Context: an optimization exercise on an open-source flow, tuned for small area and a short achievable clock period. The choices shown serve that exercise and are no tape-out recipe.
Function was checked by simulation only, so behaviour that the tests miss may differ from the original.

run 1:
==> flow/design.v (excerpt) <==
module wide_alu
    (
     input logic                              clk_i,
     input logic                              rst_ni,
     input logic                              trigger_i,
     input logic                              clear_err_i,
     input logic [63:0]                       op_a_i,
     input logic [63:0]                       op_b_i,
     output logic [127:0]                     result_o,
     input logic                              deaccel_factor_we_i,
     input logic [7:0]                        deaccel_factor_i,
     output logic [7:0]                       deaccel_factor_o,
     input logic                              op_sel_we_i,
     input logic [2:0]                        op_sel_i,
     output logic [2:0]                       op_sel_o,
     output logic [1:0]                       status_o
     );
    logic [1:0]   state_d, state_q;
    logic [127:0] result_d, result_q;
    logic [7:0]   delay_cntr_d, delay_cntr_q;
    logic [7:0]   deaccel_factor_q;
    logic [2:0]   op_sel_q;
    logic [95:0]  p1_q;
    assign result_o         = result_q;
    assign status_o         = state_q;
    assign deaccel_factor_o = deaccel_factor_q;
    assign op_sel_o         = op_sel_q;
    wire pend   = (state_q == 2'd1);
    wire hit    = (delay_cntr_q == deaccel_factor_q);
    wire s2     = pend & hit;                  
    wire addsub = (op_sel_q[2:1] == 2'b00);
    wire sub    = (op_sel_q == 3'd1);
    wire [63:0] a = op_a_i;
    wire [31:0] y = s2 ? (addsub ? 32'd1 : op_b_i[63:32]) : op_b_i[31:0];
    wire [63:0] x = s2 ? (addsub ? (op_b_i ^ {64{sub}}) : p1_q[95:32]) : 64'd0;
    wire        cin = s2 & sub;
    wire [95:0] t;
    wire [63:0] na = ~a;
    wire bo0 = y[0] ^ 1'b0;
    wire bt0 = (y[1] & ~y[0] & ~1'b0) | (~y[1] & y[0] & 1'b0);
    wire bn0 = y[1];
    wire bs0 = y[1] & ~(y[0] & 1'b0);
    wire [64:0] pp0;
    wire [63:0] nt0;
    wire nbo0 = ~bo0;
    wire nbt0 = ~bt0;
    wide_alu_xnor u_nt0_0 (.x(a[0]), .y(bn0), .s(nt0[0]));
    wide_alu_xnor u_nt0_1 (.x(a[1]), .y(bn0), .s(nt0[1]));
    wide_alu_xnor u_nt0_2 (.x(a[2]), .y(bn0), .s(nt0[2]));
    wide_alu_xnor u_nt0_3 (.x(a[3]), .y(bn0), .s(nt0[3]));
    wide_alu_xnor u_nt0_4 (.x(a[4]), .y(bn0), .s(nt0[4]));
    wide_alu_xnor u_nt0_5 (.x(a[5]), .y(bn0), .s(nt0[5]));
  ...
Size in the first run: roughly 290 I/O pins.
export LEC_CHECK = 0
export CAP_MARGIN = 30
export CORE_MARGIN = 2
export CORE_UTILIZATION = 55
export SETUP_SLACK_MARGIN = 5
export SLEW_MARGIN = 30
export SYNTH_HIERARCHICAL = 1
export TNS_END_PERCENT = 0
create_clock -name core_clock -period 12.5 [get_ports {clk_i}]
standard.sh (not shown) runs the stock make flow with config.mk's settings and CLKGATE_MAP_FILE= SYNTH_SCRIPT=/design/flow/synth_recipe.tcl, a recipe that flattens the netlist after the stock synthesis.
==> flow/flow/run.sh <==
#!/bin/bash
export BUFFER_PORTS_ARGS="-buffer_cell sky130_fd_sc_hd__buf_2"
bash standard.sh > standard.log 2>&1
The inputs of run 2 differ from those of run 1 as listed below.
- swapping 5 for 4 in SETUP_SLACK_MARGIN
- swapping 55 for 65 in CORE_UTILIZATION
## What came out
- Vertical extent of the die: run 2 < run 1
- Number of buffers added by the clock tree synthesis step shrinks by a few percent when moving from run 1 to run 2.
- Run 2 never completed, since it errored out during global routing (5_1_grt).
- Floorplan die width (run 2 over run 1): decrease, about 8%
- The higher placed wire-length estimate came out of run 2.
- The quantity of I/O buffers inserted on ports was comparable across run 2 and run 1.
- Taking run 1 as the reference point, the count of cells resized by post-cts repair of run 2 falls by 6.
- Run 2 vs run 1: routability congestion estimate up
- In run 2, the number of core rows came out 8.5% below the value in run 1.
- Comparing run 1 against run 2, there is no change at all in proportion of synthesized area in mux cells.
- In the flow results for run 2 and run 1, the number of instances in the placed design is larger on run 1.
- | pre-CTS setup slack | run 2 vs run 1 | worse |
What run 3 does differently from run 2 at the input level:
- a change of CORE_UTILIZATION from 65 to 59
### Flow results
~same standard cell area after detailed placement in run 3 and run 2
The number of standard-cell rows in the floorplan reported for run 3 is greater than that of run 2 by about 5.6%.
On synthesized-area fraction occupied by adder cells, run 3 and run 2 are basically level.
FAIL: run 2; every other run in run 3 and run 2 is clean
Status: run 2 FAILED at global routing (5_1_grt) (tool error)
Run 3 against run 2: synthesized area closely matched the old numbers, setup fix buffers added after clock tree synthesis lower, post-cts sizing count fell by 69, placed cell count shows an increase of 111, number of flip-flops and latches in the synthesized netlist barely changed.
The clock net sink count of run 2 and that of run 3 are within noise of each other.
Run 3 ends up with a effective utilization at floorplan that is 6.4 points lower than in run 2.
The worst setup timing slack at the placement stage of run 3 is higher than that of run 2.
Setup changes, run 3 to run 4
- changing CORE_UTILIZATION from 59 to 55
### Flow results
Run 3 → run 4: share of the core filled with cells in the final layout went down, clock period minus final worst setup slack went down, final instance area went down.
Run 4 vs. run 3: count of TritonRoute iterations in the first routing pass went down by 5.
Sort run 3 and run 4 by routed wire length on met3 desc -> top: run 3
Of run 3 and run 4, run 3 shows the lower count of clock-buffer cells in the layout, with run 4 above it.
Delta (run 4 minus run 3): data arrival time at the worst-slack endpoint fell by 290 ps, die extent in y +3.5%, number of clock sinks has remained practically unchanged, buffering overhead comparable.
### run 4 -> run 5
- changing SLEW_MARGIN from 30 to 20
- changing CAP_MARGIN from 30 to 20
--- outcome ---
When run 5 is measured against run 4, its area growth from synthesis to layout turns out 0.46 points lower. Of run 4 and run 5, the run reporting the higher routed length on met1 was run 5. On count of antenna diodes in the layout, the lower figure sits with run 4, not run 5.

## separate check: timing with driven ports
The results above use ideal ports. As a check the final layouts listed here were re-extracted and re-timed, cells and wires unchanged.
Step 1, drivers: a clkbuf_16 drives clk_i and a buf_2 each remaining input, both assumed.
Step 2, shift: input delay + t, output delay - t, t = (earliest + latest rising clock arrival at the registers) / 2. This alone moves slack from input paths to output paths.
Three values: ideal ports, drivers, drivers and shift; two values: the first two.
| run | t, ns | slack for setup (ns) | hold WS [ns] | clock arrival spread, ns |
|---|---|---|---|---|
| run 1 | 0.633 | 3.254 / 3.179 / 2.546 | 0.475 / 0.475 / 0.475 | 0.029 / 0.029 |
| run 3 | 0.665 | 3.063 / 3.049 / 2.384 | 0.478 / 0.478 / 0.478 | 0.036 / 0.036 |
| run 4 | 0.633 | 3.254 / 3.179 / 2.546 | 0.475 / 0.475 / 0.475 | 0.029 / 0.029 |
| run 5 | 0.643 | 3.131 / 3.107 / 2.463 | 0.477 / 0.477 / 0.477 | 0.028 / 0.027 |
After both steps setup and hold are still met in every run listed.
